This is an optimization exercise on Yosys and OpenROAD, whose aim is small area and a short achievable clock period, not a production implementation.

==> trial 34 <==
## perceptron_top
module perceptron_top #(
    parameter WIDTH = 16
  ) (
    input clk,
    input reset,
    input      val_i,
    output     rdy_o,
    output     val_o,
    input      rdy_i,
    input  [1:0] W1W0b_en_i,
    input        b_i,
    input        W0_i,
    input        W1_i,
    input signed [WIDTH-1:0] X0_i,
    input signed [WIDTH-1:0] X1_i,
    output     Y_o
);
==> flow/config.mk <==
export PLATFORM = sky130hd
export DESIGN_NAME = perceptron_top
export DESIGN_NICKNAME = perceptron_top
export VERILOG_FILES = /design/flow/design.v
export SDC_FILE = /design/flow/constraint.sdc
export NUM_CORES = 4
export LEC_CHECK = 0
export CAP_MARGIN = 20
export CORE_MARGIN = 2
export CORE_UTILIZATION = 40
export SETUP_SLACK_MARGIN = 3.5
export SLEW_MARGIN = 20
export SYNTH_HIERARCHICAL = 1
export SYNTH_MINIMUM_KEEP_SIZE = 0
==> flow/constraint.sdc <==
create_clock -name core_clock -period 9.0 [get_ports {clk}]
set_input_delay 1.8000 -clock core_clock [delete_from_list [all_inputs] [get_ports {clk}]]
set_output_delay 1.8000 -clock core_clock [all_outputs]
set_load 0.01 [all_outputs]
run.sh (not shown) runs the stock make flow with config.mk's settings and CLKGATE_MAP_FILE= SYNTH_SCRIPT=/design/flow/synth_recipe.tcl, a recipe that flattens the netlist after the stock synthesis.
==> inputs of build 30, as changes to trial 34 <==
--- a/flow/config.mk
+++ b/flow/config.mk
@@ -10,3 +10,3 @@
 export CORE_UTILIZATION = 40
-export SETUP_SLACK_MARGIN = 3.5
+export SETUP_SLACK_MARGIN = 4.5
 export SLEW_MARGIN = 20
==> comparison <==
In sequential cell count, build 30 and trial 34 do not differ.
Of build 30 and trial 34, build 30 has the higher first-iteration DRC count (gap 14%, measured against trial 34).
Of trial 34 and build 30, build 30 has the higher final cell count (gap about 8%, measured against build 30).
Against trial 34, the fmax of build 30 is larger by 11%.
==> figures <==
Total setup buffers inserted after CTS: trial 34 0; build 30 183
Final area over synthesized area: trial 34 1.1328x; build 30 1.3453x
Worst-case headroom to the max-slew limit: trial 34 0.3871; build 30 0.4855
Maximum achievable frequency: trial 34 190.4 MHz; build 30 211.0 MHz
NumNets Final: trial 34 1735; build 30 1896
Global routing met2 resource utilization: trial 34 0.3791; build 30 0.4622
Non-Filler Instances: trial 34 1891; build 30 2052
Worst setup path startpoint: trial 34 dp.w0[3]; build 30 dp.w1[5]
Status: trial 34 finished clean; build 30 finished clean
Multi-input gate share of total cell area: trial 34 0.7025; build 30 0.6507
Post-DP HPWL: trial 34 32.45 mm; build 30 31.10 mm
No functional check of the RTL was part of any run of this note.

---

==> lagoon <==
perceptron_top, a different RTL version from the one above (not shown whole).
clock: 9.0 ns
lec_check: 0
cap_margin: 20
core_margin: 2
core_utilization: 55
cts_buf_list: sky130_fd_sc_hd__clkbuf_8
setup_slack_margin: 4.6
slew_margin: 20
synth_hierarchical: 1
synth_minimum_keep_size: 0
standard.sh (not shown) runs the stock make flow with config.mk's settings and CLKGATE_MAP_FILE= SYNTH_SCRIPT=/design/flow/synth_recipe.tcl, a recipe that flattens the netlist after the stock synthesis.
==> flow/flow/run.sh <==
#!/bin/bash
# The standard layout (standard.sh: unchanged synthesis and steps), with
#  - the port buffers made of a plain buffer cell instead of the delay buffer
#    that buffer_ports picks by default, and
#  - setup repair limited to resizing gates and swapping pins (no buffer
#    insertion or gate cloning).
# ORFS keeps each step's full log under orfs/logs/; make's own output goes to
# make.log here.
set -euo pipefail
bash standard.sh BUFFER_PORTS_ARGS="-buffer_cell sky130_fd_sc_hd__buf_1" \
  SETUP_MOVE_SEQUENCE="unbuffer,sizeup,swap" finish > make.log 2>&1
==> cedar (differences from lagoon) <==
--- a/flow/design.v
+++ b/flow/design.v
@@ -176,22 +176,22 @@
 wire c1045, s1046, c1047, s1048, c1049, s1050, c1051, s1052, c1053, s1054, c1055, s1056;
 wire c1057, s1058, c1059, s1060, c1061, s1062, c1063, s1064, c1065, s1066, c1067, s1068;
 wire c1069, s1070, c1071, s1072, c1073, s1074, c1075, s1076, c1077, s1078, c1079, s1080;
 wire c1081, s1082, c1083, s1084, c1085, s1086, c1087, s1088, c1089, g1090, q1091, g1092;
 wire q1093, G1094, g1095, q1096, G1097, g1098, q1099, G1100, g1101, q1102, G1103, g1104;
 wire q1105, g1106, q1107, G1108, P1109, g1110, q1111, G1112, g1113, q1114, G1115, P1116;
 wire g1117, q1118, G1119, g1120, q1121, G1122, g1123, q1124, G1125, P1126, g1127, q1128;
 wire G1129, g1130, q1131, G1132, P1133, g1134, q1135, g1136, q1137, G1138, P1139, g1140;
-wire q1141, G1142, g1143, q1144, g1145, q1146, g1147, q1148, g1149, q1150, g1151, q1152;
-wire g1153, q1154, g1155, q1156, g1157, q1158, g1159, q1160, g1161, q1162, g1163, q1164;
-wire g1165, q1166, g1167, q1168, g1169, q1170, g1171, q1172, G1173, P1174, G1175, G1176;
-wire P1177, G1178, P1179, G1180, P1181, G1182, P1183, G1184, P1185, G1186, P1187, G1188;
-wire P1189, G1190, G1191, P1192, G1193, P1194, G1195, P1196, G1197, G1198, P1199, G1200;
-wire G1201;
+wire q1141, G1142, g1143, q1144, G1145, P1146, g1147, q1148, g1149, q1150, G1151, P1152;
+wire g1153, q1154, g1155, q1156, G1157, P1158, g1159, q1160, g1161, q1162, G1163, P1164;
+wire g1165, q1166, g1167, q1168, g1169, q1170, g1171, q1172, g1173, q1174, g1175, q1176;
+wire g1177, q1178, g1179, q1180, G1181, G1182, P1183, G1184, P1185, G1186, P1187, G1188;
+wire P1189, G1190, P1191, G1192, P1193, G1194, G1195, P1196, G1197, P1198, G1199, G1200;
+wire P1201, G1202;
 nor2m u_sel1 (.a(wn0[0]), .b(onen0[0]), .y(sel1));
 xor2m u_p2 (.a(sel1), .b(neg0[0]), .y(p2));
 oai22m u_sel3 (.a(wn0[1]), .b(onen0[0]), .c(wn0[0]), .d(twon0[0]), .y(sel3));
 xor2m u_p4 (.a(sel3), .b(neg0[0]), .y(p4));
 oai22m u_sel5 (.a(wn0[2]), .b(onen0[0]), .c(wn0[1]), .d(twon0[0]), .y(sel5));
 xor2m u_p6 (.a(sel5), .b(neg0[0]), .y(p6));
 oai22m u_sel7 (.a(wn0[3]), .b(onen0[0]), .c(wn0[2]), .d(twon0[0]), .y(sel7));
 xor2m u_p8 (.a(sel7), .b(neg0[0]), .y(p8));
@@ -1061,82 +1061,83 @@
 assign q1135 = c1041 | s1052;
 assign g1136 = c1053 & s1064;
 assign q1137 = c1053 | s1064;
 assign G1138 = g1136 | (q1137 & g1134);
 assign P1139 = q1137 & q1135;
 assign g1140 = s662 & s664;
 assign q1141 = s662 | s664;
 assign G1142 = g1140 | (q1141 & G1129);
-reg [34:0] cs;
+assign g1143 = c1025 & s1040;
+assign q1144 = c1025 | s1040;
+assign G1145 = G1138 | (P1139 & g1143);
+assign P1146 = P1139 & q1144;
+assign g1147 = c665 & s688;
+assign q1148 = c665 | s688;
+assign g1149 = c689 & s712;
+assign q1150 = c689 | s712;
+assign G1151 = g1149 | (q1150 & g1147);
+assign P1152 = q1150 & q1148;
+assign g1153 = c989 & s1008;
+assign q1154 = c989 | s1008;
+assign g1155 = c1009 & s1024;
+assign q1156 = c1009 | s1024;
+assign G1157 = g1155 | (q1156 & g1153);
+assign P1158 = q1156 & q1154;
+assign g1159 = c713 & s740;
+assign q1160 = c713 | s740;
+assign g1161 = c741 & s768;
+assign q1162 = c741 | s768;
+assign G1163 = g1161 | (q1162 & g1159);
+assign P1164 = q1162 & q1160;
+reg [26:0] cs;
 always @ (posedge clk)
 begin
   if (en_egress == 1)
-    cs <= {P1133, G1132, P1139, G1138, s1040, c1025, s1024, c1009, s1008, c989, s988, c969, s968, c945, s944, c921, s920, c893, s892, c865, s864, c833, s832, c801, s800, c769, s768, c741, s740, c713, s712, c689, s688, c665, G1142};
+    cs <= {P1133, G1132, P1146, G1145, P1158, G1157, s988, c969, s968, c945, s944, c921, s920, c893, s892, c865, s864, c833, s832, c801, s800, c769, P1164, G1163, P1152, G1151, G1142};
 end
-assign g1143 = cs[1] & cs[2];
-assign q1144 = cs[1] | cs[2];
-assign g1145 = cs[3] & cs[4];
-assign q1146 = cs[3] | cs[4];
-assign g1147 = cs[5] & cs[6];
-assign q1148 = cs[5] | cs[6];
-assign g1149 = cs[7] & cs[8];
-assign q1150 = cs[7] | cs[8];
-assign g1151 = cs[9] & cs[10];
-assign q1152 = cs[9] | cs[10];
-assign g1153 = cs[11] & cs[12];
-assign q1154 = cs[11] | cs[12];
-assign g1155 = cs[13] & cs[14];
-assign q1156 = cs[13] | cs[14];
-assign g1157 = cs[15] & cs[16];
-assign q1158 = cs[15] | cs[16];
-assign g1159 = cs[17] & cs[18];
-assign q1160 = cs[17] | cs[18];
-assign g1161 = cs[19] & cs[20];
-assign q1162 = cs[19] | cs[20];
-assign g1163 = cs[21] & cs[22];
-assign q1164 = cs[21] | cs[22];
-assign g1165 = cs[23] & cs[24];
-assign q1166 = cs[23] | cs[24];
-assign g1167 = cs[25] & cs[26];
-assign q1168 = cs[25] | cs[26];
-assign g1169 = cs[27] & cs[28];
-assign q1170 = cs[27] | cs[28];
-assign g1171 = cs[29] & cs[30];
-assign q1172 = cs[29] | cs[30];
-assign G1173 = cs[33] | (cs[34] & cs[31]);
-assign P1174 = cs[34] & cs[32];
-assign G1175 = g1143 | (q1144 & cs[0]);
-assign G1176 = g1147 | (q1148 & g1145);
-assign P1177 = q1148 & q1146;
-assign G1178 = g1151 | (q1152 & g1149);
-assign P1179 = q1152 & q1150;
-assign G1180 = g1155 | (q1156 & g1153);
-assign P1181 = q1156 & q1154;
-assign G1182 = g1159 | (q1160 & g1157);
-assign P1183 = q1160 & q1158;
-assign G1184 = g1163 | (q1164 & g1161);
-assign P1185 = q1164 & q1162;
-assign G1186 = g1167 | (q1168 & g1165);
-assign P1187 = q1168 & q1166;
-assign G1188 = g1171 | (q1172 & g1169);
-assign P1189 = q1172 & q1170;
-assign G1190 = G1176 | (P1177 & G1175);
-assign G1191 = G1180 | (P1181 & G1178);
-assign P1192 = P1181 & P1179;
-assign G1193 = G1184 | (P1185 & G1182);
-assign P1194 = P1185 & P1183;
+assign g1165 = cs[5] & cs[6];
+assign q1166 = cs[5] | cs[6];
+assign g1167 = cs[7] & cs[8];
+assign q1168 = cs[7] | cs[8];
+assign g1169 = cs[9] & cs[10];
+assign q1170 = cs[9] | cs[10];
+assign g1171 = cs[11] & cs[12];
+assign q1172 = cs[11] | cs[12];
+assign g1173 = cs[13] & cs[14];
+assign q1174 = cs[13] | cs[14];
+assign g1175 = cs[15] & cs[16];
+assign q1176 = cs[15] | cs[16];
+assign g1177 = cs[17] & cs[18];
+assign q1178 = cs[17] | cs[18];
+assign g1179 = cs[19] & cs[20];
+assign q1180 = cs[19] | cs[20];
+assign G1181 = cs[1] | (cs[2] & cs[0]);
+assign G1182 = cs[23] | (cs[24] & cs[21]);
+assign P1183 = cs[24] & cs[22];
+assign G1184 = g1165 | (q1166 & cs[3]);
+assign P1185 = q1166 & cs[4];
+assign G1186 = g1169 | (q1170 & g1167);
+assign P1187 = q1170 & q1168;
+assign G1188 = g1173 | (q1174 & g1171);
+assign P1189 = q1174 & q1172;
+assign G1190 = g1177 | (q1178 & g1175);
+assign P1191 = q1178 & q1176;
+assign G1192 = G1182 | (P1183 & g1179);
+assign P1193 = P1183 & q1180;
+assign G1194 = G1184 | (P1185 & G1181);
 assign G1195 = G1188 | (P1189 & G1186);
 assign P1196 = P1189 & P1187;
-assign G1197 = G1191 | (P1192 & G1190);
-assign G1198 = G1195 | (P1196 & G1193);
-assign P1199 = P1196 & P1194;
-assign G1200 = G1198 | (P1199 & G1197);
-assign G1201 = G1173 | (P1174 & G1200);
-assign Y_o = ~(1'b1 ^ G1201);
+assign G1197 = G1192 | (P1193 & G1190);
+assign P1198 = P1193 & P1191;
+assign G1199 = G1195 | (P1196 & G1194);
+assign G1200 = cs[25] | (cs[26] & G1197);
+assign P1201 = cs[26] & P1198;
+assign G1202 = G1200 | (P1201 & G1199);
+assign Y_o = ~(1'b1 ^ G1202);
 endmodule
 module booth_enc (input xh, input xm, input xl, output one, output two);
   assign one = xm ^ xl;
   assign two = (xh ^ xm) & ~(xm ^ xl);
 endmodule
 module ao22m (input a, input b, input c, input d, output y);
   assign y = (a & b) | (c & d);
 endmodule
Settings changed: SETUP_SLACK_MARGIN 4.6 to 4.9.
==> comparison <==
Clock-buffer cell count is the same in cedar and lagoon. Against cedar, the sequential share of layout area of lagoon is higher by 1.3 points. Worst hold slack: lagoon is lower than cedar (9.0 ps). Utilization: cedar is higher than lagoon (3.5 points). Against cedar, the global-route usage of lagoon is lower by 0.14 points. Against lagoon, the clock skew of cedar is higher by 1.3 ps.
Function was not checked in any run of this note: the RTL went through the layout flow alone.

static timing again, ports no longer ideal:
No port has a modelled driver above. Below, the same layouts with a new extraction and two added sets of constraints. Step 1 sets driving cells, clkbuf_16 on the clock port and buf_2 on the other inputs (assumed; they add their load-dependent delay and slew). Step 2, shift: input delay + t, output delay - t, t = (earliest + latest rising clock arrival at the registers) / 2. This alone moves slack from input paths to output paths. a / b / c = ideal ports / drivers / drivers and shift; a / b = the first two.
| run | t (ns) | setup slack, ns | worst hold slack (ns) | latest minus earliest clock arrival (ns) | cell pins on the clock port's net |
|---|---|---|---|---|---|
| trial 34 | 0.425 | 3.749 / 3.740 / 3.740 | 0.471 / 0.471 / 0.471 | 0.013 / 0.012 | 1 |
| build 30 | 0.433 | 4.260 / 4.260 / 4.260 | 0.479 / 0.479 / 0.479 | 0.013 / 0.013 | 1 |
| lagoon | 0.508 | 4.649 / 4.630 / 4.630 | 0.486 / 0.486 / 0.486 | 0.017 / 0.017 | 1 |
| cedar | 0.514 | 4.785 / 4.731 / 4.731 | 0.495 / 0.495 / 0.495 | 0.019 / 0.019 | 1 |
After both steps every run listed still meets setup and hold. For cedar, which loses most, drivers alone change the setup slack by -0.054 ns; drivers and shift together by -0.054 ns.
